This design comes from an exercise in tuning for small area on the open sky130 flow, not from production work. In this exercise RTL edits were held to simulation tests only and were not proved equivalent to the original.

Setup of alpha:
## cordic
module cordic #(
    parameter INPUT_DATA_WIDTH = 16,
    parameter ITERATIONS = 16
)(
    input wire i_clk,
    input wire i_resetn,
    input wire signed [INPUT_DATA_WIDTH - 1:0] i_xIn,
    input wire signed [INPUT_DATA_WIDTH - 1:0] i_yIn,
    input wire signed [31:0] i_angle,
    output reg signed [INPUT_DATA_WIDTH:0] o_xOut,
    output reg signed [INPUT_DATA_WIDTH:0] o_yOut
);
For scale: about 4200 cells after synthesis, roughly 100 I/O pins.
make LEC_CHECK=0 CAP_MARGIN=20 CORE_MARGIN=2 CORE_UTILIZATION=60 CTS_CLUSTER_DIAMETER=90 CTS_CLUSTER_SIZE=28 GPL_TIMING_DRIVEN=0 SLEW_MARGIN=20 finish   # period 5.5 ns
run.sh (not shown) runs the stock make flow with config.mk's settings and CLKGATE_MAP_FILE= SYNTH_SCRIPT=/design/flow/synth_recipe.tcl, a recipe that flattens the netlist after the stock synthesis.
alpha went all the way through the flow, and no timing, DRC or antenna check failed.
The inputs of beta differ from those of alpha as listed below.
- a change of CTS_CLUSTER_SIZE from 28 to 20
- a change of CTS_CLUSTER_DIAMETER from 90 to 60
- a deleted GPL_TIMING_DRIVEN that had been 0
Results
beta vs. alpha: number of cells on the worst hold path increased by 1 relative to the old numbers.
Routed wire in beta totals more than in alpha.
Summary of the comparison: final core area utilization is higher in beta, relative to alpha.
Compared with alpha, beta shows final cell area excluding filler cells that has gone up by a few percent.
Required time of the critical path, alpha and beta, lower one = beta.
The lower final cell count came out of alpha.
Delta (beta minus alpha): number of cells upsized or downsized after cts down 41, worst hold slack up 0.023 ns.
Setup changes, beta to gamma
- CTS_CLUSTER_SIZE now 25, was 20
- CTS_CLUSTER_DIAMETER now 80, was 60
--- outcome ---
Between gamma and beta, it is gamma whose total length of routed wires is lower, by about 1.3%.
gamma vs. beta: layout-stage area growth over the synthesis result down 2.1 points.
Required time reported for the critical path endpoint for gamma is higher than for beta.
Of beta and gamma, gamma shows the higher multi-input gate share of total cell area, with beta below it.
~same maximum operating frequency in beta and gamma
For number of clock buffers in the layout, dividing the value from beta by the value from gamma gives 1.6.
The run showing the smaller clock period minus final worst setup slack is beta.
Lower worst slew margin relative to its limit was reported by beta, not gamma.
Input-level comparison between delta and gamma:
- removing CTS_CLUSTER_SIZE (formerly 25)
- removing CTS_CLUSTER_DIAMETER (formerly 80)
- changing CORE_UTILIZATION from 60 to 40
Results
Looking at gamma and delta, the headroom to the max-slew limit is a wash. Measured against each other, gamma and delta differ in wire length, the higher figure coming from gamma. Finished layout cell area for delta is higher than for gamma. On clock skew, gamma and delta are basically level. Relative to gamma, the fraction of cell area in non-clock buffers of delta is lower by 0.19 points.

========
Setup of the baseline:
Another version of the RTL of cordic (not shown whole).
Size: roughly 3400 cells after synthesis, roughly 830 flip-flops, about 39000 µm² of cells after synthesis.
==> flow/config.mk <==
export PLATFORM = sky130hd
export DESIGN_NAME = cordic
export DESIGN_NICKNAME = cordic
export VERILOG_FILES = /design/flow/design.v
export SDC_FILE = /design/flow/constraint.sdc
export NUM_CORES = 4
export LEC_CHECK = 0
export ABC_CLOCK_PERIOD_IN_PS = 6500
export CAP_MARGIN = 20
export CORE_MARGIN = 2
export CORE_UTILIZATION = 60
export CTS_CLUSTER_DIAMETER = 90
export CTS_CLUSTER_SIZE = 28
export SLEW_MARGIN = 20
==> flow/constraint.sdc <==
create_clock -name core_clock -period 5.5 [get_ports {i_clk}]
set_input_delay 1.1000 -clock core_clock [delete_from_list [all_inputs] [get_ports {i_clk}]]
set_output_delay 1.1000 -clock core_clock [all_outputs]
set_load 0.01 [all_outputs]
standard.sh (not shown) runs the stock make flow with config.mk's settings and CLKGATE_MAP_FILE= SYNTH_SCRIPT=/design/flow/synth_recipe.tcl, a recipe that flattens the netlist after the stock synthesis.
==> flow/flow/run.sh <==
#!/bin/bash
# The standard layout (standard.sh: standard synthesis and the ORFS flow), with one change:
# the buffers that placement puts on the input and output ports are the smallest buffer cell,
# sky130_fd_sc_hd__buf_1, instead of the flow's default choice. The make output (every tool's
# output, in order) goes to standard_flow.log here; ORFS keeps each step's own log under orfs/logs.
set -euo pipefail
export BUFFER_PORTS_ARGS="-buffer_cell sky130_fd_sc_hd__buf_1"
bash standard.sh > standard_flow.log 2>&1
The baseline has completed all stages; timing, DRC and antenna checks passed.
Input-level comparison between the candidate and the baseline:
Settings: ABC_CLOCK_PERIOD_IN_PS removed (was 6500).
Notes after the runs:
From the baseline to the candidate the numbers moved as follows: post-route minimum period closely matched the old numbers, number of clock-tree buffers in the layout closely matched the old numbers. Reported for the baseline and the candidate, area of the mapped netlist turned out identical to the last digit.

========
== old ==
Another version of the RTL of cordic (not shown whole).
Size: about 3,600 cells after synthesis, ~850 flip-flops, ~100 I/O pins, ~41,000 µm² of cells after synthesis.
clock: 5.5 ns
lec_check: 0
cap_margin: 20
core_margin: 2
core_utilization: 60
cts_cluster_diameter: 90
cts_cluster_size: 28
slew_margin: 20
Scripts as last shown in full above: flow/flow/run.sh
Having completed the whole flow, old delivered a layout that passed the timing, design-rule and antenna checks.
Setup changes, old to new
==> flow/run.sh (new file) <==
#!/bin/bash
# synth_recipe.tcl (not shown) runs the flow's synth.tcl, then flattens the netlist and writes it again
# the make line also repeats each setting of config.mk as NAME=value (left out here)
make -C /OpenROAD-flow-scripts/flow DESIGN_CONFIG=/design/flow/config.mk WORK_HOME=/design/flow/orfs CLKGATE_MAP_FILE= SYNTH_SCRIPT=/design/flow/synth_recipe.tcl finish
removed: flow/flow/run.sh
removed: flow/standard.sh
Max routed metal-1 wire length across new and old: new
new vs old: multi-input gate share of total cell area down
Compared with old, in new fmax now larger; remaining design rule violation count comparable; count of buffers added by post-CTS timing repair for setup comparable.
A launch point of the critical path of r_dl14_14 is what old shows, while r_xn2[2] belongs to new.
On final hold slack, old tracks new almost exactly.

==> static timing again, ports no longer ideal <==
No port has a modelled driver above. Below, the same layouts with a new extraction and two added sets of constraints.
Step 1: set_driving_cell puts a clkbuf_16 on i_clk and a buf_2 on each other input, an assumption about the parent block.
Step 2 also shifts input and output timing later by t, the mid clock arrival at the registers, as if the neighbouring blocks saw the same clock.
Three values: ideal, step 1, step 2; two values: the first two.
run	t (ns)	setup slack, ns	cell pins on the clock port's net
alpha	0.675	0.229 / 0.229 / 0.229	1
beta	0.683	0.415 / 0.415 / 0.415	1
gamma	0.689	0.404 / 0.404 / 0.404	1
delta	0.750	0.473 / 0.473 / 0.473	1
the baseline	0.657	0.131 / 0.131 / 0.131	1
the candidate	0.657	0.131 / 0.131 / 0.131	1
old	0.655	0.129 / 0.129 / 0.129	1
new	0.646	0.148 / 0.148 / 0.148	1
After both steps every run listed still meets setup and hold.
